Context: an optimization exercise on an open-source flow, tuned for a short achievable clock period and few clock cycles. The choices shown serve that exercise and are no tape-out recipe. Power is estimated from default activity; no workload was simulated.

==> v26 <==
==> flow/design.v (excerpt) <==
module proc(
	    clk,
	    rst,
	    imem_rdata,
	    dmem_rdata,
	    imem_addr,
	    dmem_addr,
	    dmem_wdata,
	    dmem_en,
	    dmem_wr,
	    halt
	    );
export LEC_CHECK = 0
export ABC_CLOCK_PERIOD_IN_PS = 2500
export CAP_MARGIN = 20
export CORE_MARGIN = 2
export CORE_UTILIZATION = 40
export SETUP_SLACK_MARGIN = 5.0
export SLEW_MARGIN = 20
export SYNTH_HIERARCHICAL = 1
export TNS_END_PERCENT = 100
create_clock -name core_clock -period 8.0 [get_ports {clk}]
run.sh (not shown) runs the stock make flow with config.mk's settings and CLKGATE_MAP_FILE= SYNTH_SCRIPT=/design/flow/synth_recipe.tcl, a recipe that flattens the netlist after the stock synthesis.
==> v31 (differences from v26) <==
--- a/flow/design.v
+++ b/flow/design.v
@@ -1093,14 +1093,14 @@
    reg        x_sub;
    reg        x_s_sum, x_s_or, x_s_and, x_s_shl, x_s_shr, x_s_btr, x_s_seq, x_s_slt, x_s_sle,
               x_s_sco, x_s_slbi, x_s_early, x_rot;
    reg [15:0] rf [0:7];
    reg [15:0] d_rfa, d_rft;   
    reg        d_rfa_z;        
-   reg        x_zok, x_ebyp_z, x_ebyp_n;  
-   reg        fa_x, ft_x, fa_w, ft_w, f7_x;  
+   reg        x_zk, x_zv, x_nk, x_nv;  
+   reg        fa_x, ft_x, fa_w, f7_x;  
    reg        w_wr;           
    reg [2:0]  w_dst;
    reg [15:0] w_res;
    wire        stall, x_redir, d_redir;
    wire        d_go = d_v & ~stall & ~x_redir;
    wire        d_bres, d_bmis, d_jrr;
@@ -1109,42 +1109,41 @@
    wire [15:0] fi = imem_rdata;
    wire [4:0]  fop = fi[15:11];
    wire [15:0] pc2 = pc + 16'd2;
    wire [15:0] f_tt;          
    wire [8:0]  lo8;
    wire [11:0] lo11;
-   wire [7:0]  h8p, h8m;
-   wire [4:0]  h5p, h5m;
+   wire [7:0]  h8m1, h8p1, h8p2;
+   wire [4:0]  h5m1, h5p1, h5p2;
    wisc_addlo8  a8  (.a(pc2[7:0]),  .b(fi[7:0]),  .s(lo8));
    wisc_addlo11 a11 (.a(pc2[10:0]), .b(fi[10:0]), .s(lo11));
-   wisc_incdec8 i8  (.a(pc2[15:8]),  .p(h8p), .m(h8m));
-   wisc_incdec5 i5  (.a(pc2[15:11]), .p(h5p), .m(h5m));
-   wisc_tsel tsel (.fi(fi), .lo8(lo8), .lo11(lo11), .h8(pc2[15:8]), .h8p(h8p), .h8m(h8m),
-                   .h5(pc2[15:11]), .h5p(h5p), .h5m(h5m), .tgt(f_tt));
+   wisc_hv8 hv8 (.a(pc[15:8]),  .m1(h8m1), .p1(h8p1), .p2(h8p2));
+   wisc_hv5 hv5 (.a(pc[15:11]), .m1(h5m1), .p1(h5p1), .p2(h5p2));
+   wisc_tsel tsel (.fi(fi), .lo8(lo8), .lo11(lo11), .c8(&pc[7:1]), .c11(&pc[10:1]),
+                   .h8(pc[15:8]), .h8m1(h8m1), .h8p1(h8p1), .h8p2(h8p2),
+                   .h5(pc[15:11]), .h5m1(h5m1), .h5p1(h5p1), .h5p2(h5p2), .tgt(f_tt));
    wire        f_isj    = (fop == OP_J) | (fop == OP_JAL);
    wire        f_isbr   = (fop == OP_BEQZ) | (fop == OP_BNEZ) | (fop == OP_BLTZ);
    wire        f_isret  = (fop == OP_RET);
    wire        f_iscall = (fop == OP_JAL) | (fop == OP_JALR);
    wire        f_brt    = f_isbr & (fi[7] | (fop == OP_BNEZ));
    wire        f_take   = f_isj | f_brt;
    wire [15:0] f_seq    = (f_isret & ras_v) ? ras : pc2;
    wire        s_x = x_redir;
    wire        s_d = d_v & ~stall & ~x_redir & d_jrr;
    wire        s_b = d_v & ~stall & ~x_redir & d_bmis;
    wire        s_h = stall & ~x_redir;
    wire        s_n = ~x_redir & ~d_redir & ~stall;
-   wire [15:0] pc_rest = ({16{s_x}} & x_rtgt) | ({16{s_b}} & d_btgt) | ({16{s_h}} & pc) |
+   wire [15:0] pc_rest = ({16{s_x}} & x_rtgt) | ({16{s_b}} & d_btgt) | ({16{s_h}} & pc) | ({16{s_d & d_ret}} & r7) |
                          ({16{s_n & ~f_take}} & f_seq);
    wire [15:0] pc_next;
-   wisc_ao3 pcmux (.s1(s_n & f_take), .a(f_tt), .s2(s_d), .b(agu), .s3(~(s_n & f_take) & ~s_d), .c(pc_rest),
+   wisc_ao3 pcmux (.s1(s_n & f_take & ~rst), .a(f_tt), .s2(s_d & ~d_ret & ~rst), .b(sum_b),
+                   .s3(~(s_n & f_take) & ~(s_d & ~d_ret) & ~rst), .c(pc_rest),
                    .y(pc_next));
    always @(posedge clk) begin
-      if (rst)
-        pc <= 16'd0;
-      else
-        pc <= pc_next;
+      pc <= pc_next;
    end
    always @(posedge clk) begin
       if (rst)
         ras_v <= 1'b0;
       else if (f_iscall) begin
          ras_v <= 1'b1;
@@ -1169,21 +1168,23 @@
         default:                                f_imm = {11'd0, fi[4:0]};
       endcase
    end
    wire [2:0] n_rs = stall ? d_rs : fi[10:8];
    wire [2:0] n_rt = stall ? d_rt : fi[7:5];
    wire       n_xw = d_go & d_wr;
+   wire [15:0] n_rfa, n_rft;
+   wisc_mux16 wamux (.s(x_wr & (x_dst == n_rs)), .a(x_res), .b(rf[n_rs]), .y(n_rfa));
+   wisc_mux16 wtmux (.s(x_wr & (x_dst == n_rt)), .a(x_res), .b(rf[n_rt]), .y(n_rft));
    always @(posedge clk) begin
-      d_rfa <= rf[n_rs];
+      d_rfa <= n_rfa;
       d_rfa_z <= (rf[n_rs] == 16'd0);
-      d_rft <= rf[n_rt];
+      d_rft <= n_rft;
       fa_x <= n_xw & (d_dst == n_rs);
       ft_x <= n_xw & (d_dst == n_rt);
       f7_x <= n_xw & (d_dst == 3'd7);
       fa_w <= x_wr & (x_dst == n_rs);
-      ft_w <= x_wr & (x_dst == n_rt);
    end
    always @(posedge clk) begin
       if (rst | x_redir | d_redir)
         d_v <= 1'b0;
       else if (!stall)
         d_v <= 1'b1;
@@ -1224,14 +1225,14 @@
          d_sle  <= (fop == OP_SLE);
          d_sco  <= (fop == OP_SCO);
       end
    end
    wire        a_fx = fa_x;
    wire        t_fx = ft_x;
-   wire [15:0] a_rf = fa_w ? w_res : d_rfa;
-   wire [15:0] t_rf = ft_w ? w_res : d_rft;
+   wire [15:0] a_rf = d_rfa;
+   wire [15:0] t_rf = d_rft;
    wire [15:0] a_val, t_val, b_val;
    wisc_mux16 amux (.s(a_fx), .a(x_res), .b(a_rf), .y(a_val));
    wisc_mux16 tmux (.s(t_fx), .a(x_res), .b(t_rf), .y(t_val));
    wire        b_fx = d_rrr & t_fx;
    wire [15:0] b_oth = d_rrr ? t_rf : d_imm;
    wisc_mux16 bmux (.s(b_fx), .a(x_res), .b(b_oth), .y(b_val));
@@ -1247,12 +1248,24 @@
    wire        r7_fx = f7_x;
    wire [15:0] r7 = r7_fx ? x_ebyp : rf[7];
    wire        r7_ok = ~r7_fx | x_ev;
    assign agu = d_ret ? r7 : sum_b;
    assign stall = d_v & ((d_agu & ~base_ok) | (d_ret & ~r7_ok));
    wire ret_hit = d_pt & (r7 == d_tgt);
+   wire [15:0] t_e  = t_fx ? x_ebyp : t_rf;
+   wire        t_ok = ~t_fx | x_ev;
+   wire [15:0] ez_b = d_rrr ? t_e : d_imm;
+   wire [15:0] ez_a = base ^ {16{d_sub}};
+   wire [15:0] ez_p = ez_b ^ ez_a;
+   wire [15:0] ez_o = ez_b | ez_a;
+   wire        ez_add = (ez_p == {ez_o[14:0], d_sub});
+   wire        ez_eq  = (base == t_e);
+   wire        ez_ult = (base[14:0] < t_e[14:0]);
+   wire        ez_lt  = (base[15] & ~t_e[15]) | (~(base[15] ^ t_e[15]) & ez_ult);
+   wire        ez_cmp = (d_seq & ez_eq) | (d_slt & ez_lt) | (d_sle & (ez_lt | ez_eq));
+   wire        d_cmp  = d_seq | d_slt | d_sle;
    always @(posedge clk) begin
       if (rst | ~d_go) begin
          x_wr <= 1'b0; x_ld <= 1'b0; x_en <= 1'b0; x_we <= 1'b0; x_halt <= 1'b0;
          x_beqz <= 1'b0; x_bnez <= 1'b0; x_bltz <= 1'b0;
       end else begin
          x_wr <= d_wr; x_ld <= d_ld; x_en <= d_ld | d_st; x_we <= d_st; x_halt <= d_halt;
@@ -1263,15 +1276,17 @@
       x_B <= b_val;
       x_S <= t_val;
       x_addr <= sum_b;
       x_early <= d_stu ? sum_b : d_call ? d_pc2 : d_imm;
       x_ebyp <= d_stu ? sum_b : d_call ? d_pc2 : d_lbi ? d_imm : {base[7:0], d_i8};
       x_ev <= d_stu | d_call | d_lbi | (d_slbi & base_ok);
-      x_zok <= d_call | d_lbi | (d_slbi & base_ok);
-      x_ebyp_z <= d_call ? (d_pc2 == 16'd0) : d_lbi ? (d_imm == 16'd0) : ({base[7:0], d_i8} == 16'd0);
-      x_ebyp_n <= d_call ? d_pc2[15] : d_lbi ? d_imm[15] : base[7];
+      x_zk <= d_call | d_lbi | ((d_slbi | (d_cmp & t_ok) | (d_sum & (~d_rrr | t_ok))) & base_ok);
+      x_zv <= d_call ? (d_pc2 == 16'd0) : d_lbi ? (d_imm == 16'd0) : d_slbi ? ({base[7:0], d_i8} == 16'd0) :
+              d_sum ? ez_add : ~ez_cmp;
+      x_nk <= d_call | d_lbi | (d_slbi & base_ok) | d_cmp;
+      x_nv <= d_call ? d_pc2[15] : d_lbi ? d_imm[15] : d_slbi & base[7];
       x_pc2 <= d_pc2;
       x_tgt <= d_tgt;
       x_pt <= d_pt;
       x_sub <= d_sub;
       x_s_sum <= d_sum; x_s_or <= d_or; x_s_and <= d_and;
       x_s_shl <= d_shl; x_s_shr <= d_shr; x_rot <= d_rot;
@@ -1324,15 +1339,15 @@
         w_wr <= 1'b0;
       else
         w_wr <= x_wr;
       w_dst <= x_dst;
       w_res <= x_res;
    end
-   wire        d_zero = a_fx ? x_ebyp_z : fa_w ? (w_res == 16'd0) : d_rfa_z;
-   wire        d_neg  = a_fx ? x_ebyp_n : fa_w ? w_res[15] : d_rfa[15];
-   wire        d_rok  = ~a_fx | x_zok;
+   wire        d_zero = a_fx ? x_zv : fa_w ? (w_res == 16'd0) : d_rfa_z;
+   wire        d_neg  = a_fx ? x_nv : d_rfa[15];
+   wire        d_rok  = ~a_fx | (d_bltz ? x_nk : x_zk);
    wire        d_isbr = d_beqz | d_bnez | d_bltz;
    wire        d_tk   = (d_beqz & d_zero) | (d_bnez & ~d_zero) | (d_bltz & d_neg);
    assign d_bres = d_isbr & d_rok;
    assign d_bmis = d_bres & (d_tk ^ d_pt);
    assign d_btgt = d_tk ? d_tgt : d_pc2;
    assign d_jrr  = d_jr | (d_ret & ~ret_hit);
@@ -1362,29 +1377,52 @@
 module wisc_incdec8 (a, p, m);
    input [7:0] a;
    output [7:0] p, m;
    assign p = a + 1'b1;
    assign m = a - 1'b1;
 endmodule
-module wisc_incdec5 (a, p, m);
+module wisc_hv8 (a, m1, p1, p2);
+   input [7:0] a;
+   output [7:0] m1, p1, p2;
+   assign m1 = a - 8'd1;
+   assign p1 = a + 8'd1;
+   assign p2 = a + 8'd2;
+endmodule
+module wisc_hv5 (a, m1, p1, p2);
    input [4:0] a;
-   output [4:0] p, m;
-   assign p = a + 1'b1;
-   assign m = a - 1'b1;
+   output [4:0] m1, p1, p2;
+   assign m1 = a - 5'd1;
+   assign p1 = a + 5'd1;
+   assign p2 = a + 5'd2;
 endmodule
-module wisc_tsel (fi, lo8, lo11, h8, h8p, h8m, h5, h5p, h5m, tgt);
+module wisc_tsel (fi, lo8, lo11, c8, c11, h8, h8m1, h8p1, h8p2, h5, h5m1, h5p1, h5p2, tgt);
    input [15:0] fi;
    input [8:0]  lo8;
    input [11:0] lo11;
-   input [7:0]  h8, h8p, h8m;
-   input [4:0]  h5, h5p, h5m;
+   input        c8, c11;
+   input [7:0]  h8, h8m1, h8p1, h8p2;
+   input [4:0]  h5, h5m1, h5p1, h5p2;
    output [15:0] tgt;
    wire        isj = (fi[15:13] == 3'b001) & ~fi[11];
-   wire [15:0] t8  = {(lo8[8] & ~fi[7]) ? h8p : (~lo8[8] & fi[7]) ? h8m : h8, lo8[7:0]};
-   wire [15:0] t11 = {(lo11[11] & ~fi[10]) ? h5p : (~lo11[11] & fi[10]) ? h5m : h5, lo11[10:0]};
-   assign tgt = isj ? t11 : t8;
+   reg [7:0]   t8h;
+   reg [4:0]   t11h;
+   always @(*) begin
+      case ({c8, lo8[8], fi[7]})
+        3'b001:                 t8h = h8m1;
+        3'b000, 3'b011, 3'b101: t8h = h8;
+        3'b010, 3'b100, 3'b111: t8h = h8p1;
+        default:                t8h = h8p2;
+      endcase
+      case ({c11, lo11[11], fi[10]})
+        3'b001:                 t11h = h5m1;
+        3'b000, 3'b011, 3'b101: t11h = h5;
+        3'b010, 3'b100, 3'b111: t11h = h5p1;
+        default:                t11h = h5p2;
+      endcase
+   end
+   assign tgt = isj ? {t11h, lo11[10:0]} : {t8h, lo8[7:0]};
 endmodule
 module wisc_ao3 (s1, a, s2, b, s3, c, y);
    input        s1, s2, s3;
    input [15:0] a, b, c;
    output [15:0] y;
    assign y = ({16{s1}} & a) | ({16{s2}} & b) | ({16{s3}} & c);
==> v6 (differences from v26) <==
--- a/flow/design.v
+++ b/flow/design.v
@@ -1093,13 +1093,13 @@
    reg        x_sub;
    reg        x_s_sum, x_s_or, x_s_and, x_s_shl, x_s_shr, x_s_btr, x_s_seq, x_s_slt, x_s_sle,
               x_s_sco, x_s_slbi, x_s_early, x_rot;
    reg [15:0] rf [0:7];
    reg [15:0] d_rfa, d_rft;   
    reg        d_rfa_z;        
-   reg        x_zok, x_ebyp_z, x_ebyp_n;  
+   reg        x_zk, x_zv, x_nk, x_nv;  
    reg        fa_x, ft_x, fa_w, ft_w, f7_x;  
    reg        w_wr;           
    reg [2:0]  w_dst;
    reg [15:0] w_res;
    wire        stall, x_redir, d_redir;
    wire        d_go = d_v & ~stall & ~x_redir;
@@ -1247,12 +1247,24 @@
    wire        r7_fx = f7_x;
    wire [15:0] r7 = r7_fx ? x_ebyp : rf[7];
    wire        r7_ok = ~r7_fx | x_ev;
    assign agu = d_ret ? r7 : sum_b;
    assign stall = d_v & ((d_agu & ~base_ok) | (d_ret & ~r7_ok));
    wire ret_hit = d_pt & (r7 == d_tgt);
+   wire [15:0] t_e  = t_fx ? x_ebyp : t_rf;
+   wire        t_ok = ~t_fx | x_ev;
+   wire [15:0] ez_b = d_rrr ? t_e : d_imm;
+   wire [15:0] ez_a = base ^ {16{d_sub}};
+   wire [15:0] ez_p = ez_b ^ ez_a;
+   wire [15:0] ez_o = ez_b | ez_a;
+   wire        ez_add = (ez_p == {ez_o[14:0], d_sub});
+   wire        ez_eq  = (base == t_e);
+   wire        ez_ult = (base[14:0] < t_e[14:0]);
+   wire        ez_lt  = (base[15] & ~t_e[15]) | (~(base[15] ^ t_e[15]) & ez_ult);
+   wire        ez_cmp = (d_seq & ez_eq) | (d_slt & ez_lt) | (d_sle & (ez_lt | ez_eq));
+   wire        d_cmp  = d_seq | d_slt | d_sle;
    always @(posedge clk) begin
       if (rst | ~d_go) begin
          x_wr <= 1'b0; x_ld <= 1'b0; x_en <= 1'b0; x_we <= 1'b0; x_halt <= 1'b0;
          x_beqz <= 1'b0; x_bnez <= 1'b0; x_bltz <= 1'b0;
       end else begin
          x_wr <= d_wr; x_ld <= d_ld; x_en <= d_ld | d_st; x_we <= d_st; x_halt <= d_halt;
@@ -1263,15 +1275,17 @@
       x_B <= b_val;
       x_S <= t_val;
       x_addr <= sum_b;
       x_early <= d_stu ? sum_b : d_call ? d_pc2 : d_imm;
       x_ebyp <= d_stu ? sum_b : d_call ? d_pc2 : d_lbi ? d_imm : {base[7:0], d_i8};
       x_ev <= d_stu | d_call | d_lbi | (d_slbi & base_ok);
-      x_zok <= d_call | d_lbi | (d_slbi & base_ok);
-      x_ebyp_z <= d_call ? (d_pc2 == 16'd0) : d_lbi ? (d_imm == 16'd0) : ({base[7:0], d_i8} == 16'd0);
-      x_ebyp_n <= d_call ? d_pc2[15] : d_lbi ? d_imm[15] : base[7];
+      x_zk <= d_call | d_lbi | ((d_slbi | (d_cmp & t_ok) | (d_sum & (~d_rrr | t_ok))) & base_ok);
+      x_zv <= d_call ? (d_pc2 == 16'd0) : d_lbi ? (d_imm == 16'd0) : d_slbi ? ({base[7:0], d_i8} == 16'd0) :
+              d_sum ? ez_add : ~ez_cmp;
+      x_nk <= d_call | d_lbi | (d_slbi & base_ok) | d_cmp;
+      x_nv <= d_call ? d_pc2[15] : d_lbi ? d_imm[15] : d_slbi & base[7];
       x_pc2 <= d_pc2;
       x_tgt <= d_tgt;
       x_pt <= d_pt;
       x_sub <= d_sub;
       x_s_sum <= d_sum; x_s_or <= d_or; x_s_and <= d_and;
       x_s_shl <= d_shl; x_s_shr <= d_shr; x_rot <= d_rot;
@@ -1324,15 +1338,15 @@
         w_wr <= 1'b0;
       else
         w_wr <= x_wr;
       w_dst <= x_dst;
       w_res <= x_res;
    end
-   wire        d_zero = a_fx ? x_ebyp_z : fa_w ? (w_res == 16'd0) : d_rfa_z;
-   wire        d_neg  = a_fx ? x_ebyp_n : fa_w ? w_res[15] : d_rfa[15];
-   wire        d_rok  = ~a_fx | x_zok;
+   wire        d_zero = a_fx ? x_zv : fa_w ? (w_res == 16'd0) : d_rfa_z;
+   wire        d_neg  = a_fx ? x_nv : fa_w ? w_res[15] : d_rfa[15];
+   wire        d_rok  = ~a_fx | (d_bltz ? x_nk : x_zk);
    wire        d_isbr = d_beqz | d_bnez | d_bltz;
    wire        d_tk   = (d_beqz & d_zero) | (d_bnez & ~d_zero) | (d_bltz & d_neg);
    assign d_bres = d_isbr & d_rok;
    assign d_bmis = d_bres & (d_tk ^ d_pt);
    assign d_btgt = d_tk ? d_tgt : d_pc2;
    assign d_jrr  = d_jr | (d_ret & ~ret_hit);
CORE_UTILIZATION = 55   (was 40)
PLACE_DENSITY = 0.8   (was default)
==> qor summary <==
|  | v6 | v31 | v26 |
|---|---|---|---|
| Outcome | finished clean | finished clean | finished clean |
| Power Clock | 2.31 mW | 2.40 mW | 2.47 mW |
| Routed WL per cell | 27.9 um | 27.7 um | 26.4 um |
| Syn-to-layout area delta | 23.6% | 26.0% | 26.0% |
| Sequential portion of the cell area | 31.8% | 31.3% | 32.8% |
| Non-filler instance count after layout | 3,804 | 4,059 | 3,852 |
| Sequential share of the synthesized area | 38.9% | 39.2% | 41.1% |
| Detailed placement HPWL | 66,000 um | 70,100 um | 65,200 um |
| Count of buffers added by post-CTS timing repair for setup | 101 | 118 | 89 |
| Total CTS buffers | 46 | 50 | 50 |
| Largest net degree at the start of global routing | 68 | 76 | 73 |
| Combined global-route utilization of all metal layers | 37.2% | 28.8% | 27.5% |
| Post-synthesis instance total | 2,910 | 2,859 | 2,749 |
| Multi-input combinational cell count | 2,164 | 2,128 | 2,016 |
| Floorplan die width | 233 um | 271 um | 265 um |
| Vertical die dimension | 233 um | 271 um | 265 um |
| Tightest hold margin | 0.342 ns | 0.336 ns | 0.343 ns |
| Slew at the pin closest to its max-slew limit | 1.15 ns | 1.07 ns | 1.10 ns |
| Power density of the placed cells | 223 nW/um^2 | 223 nW/um^2 | 229 nW/um^2 |
| Power share of the clock group | 29.2% | 29.8% | 31.4% |
| Number of cells upsized or downsized after cts | 396 | 432 | 426 |
| Area used by multi-input combinational logic | 18,100 um^2 | 17,900 um^2 | 16,500 um^2 |
| Mean cell area of the mapped netlist | 9.90 um^2 | 10.0 um^2 | 9.92 um^2 |
| Final non-filler cell area | 35,600 um^2 | 36,000 um^2 | 34,400 um^2 |
No run of this note included a check of the RTL's function; only the layout flow was run.

## port drivers added, routing unchanged
How much do the figures lean on ideal ports? The routed layouts below were timed once more, with nothing changed but the port constraints.
Step 1 sets driving cells, clkbuf_16 on the clock port and buf_2 on the other inputs (assumed; they add their load-dependent delay and slew).
Step 2 moves the port delays by t, midway between the first and last clock arrival at a register: inputs arrive t later, outputs are due t later. That takes back most of the time a late clock gives input paths.
Slacks: no drivers / after step 1 / after step 2; pairs: no drivers / after step 1.
run | shift t [ns] | setup slack, ns | worst hold slack (ns) | clock arrival spread, ns | worst register clock-pin slew, ns
v26 | 0.663 | 4.563 / 4.563 / 3.977 | 0.343 / 0.343 / 0.343 | 0.044 / 0.044 | 0.07 / 0.07
v31 | 0.662 | 4.571 / 4.612 / 3.950 | 0.336 / 0.336 / 0.336 | 0.030 / 0.030 | 0.07 / 0.07
v6 | 0.659 | 4.425 / 4.425 / 3.830 | 0.342 / 0.342 / 0.342 | 0.042 / 0.041 | 0.07 / 0.07
After both steps setup and hold are still met in every run listed. The setup slack of v31, which loses most, moves by +0.041 ns with the drivers and by -0.621 ns with both steps.
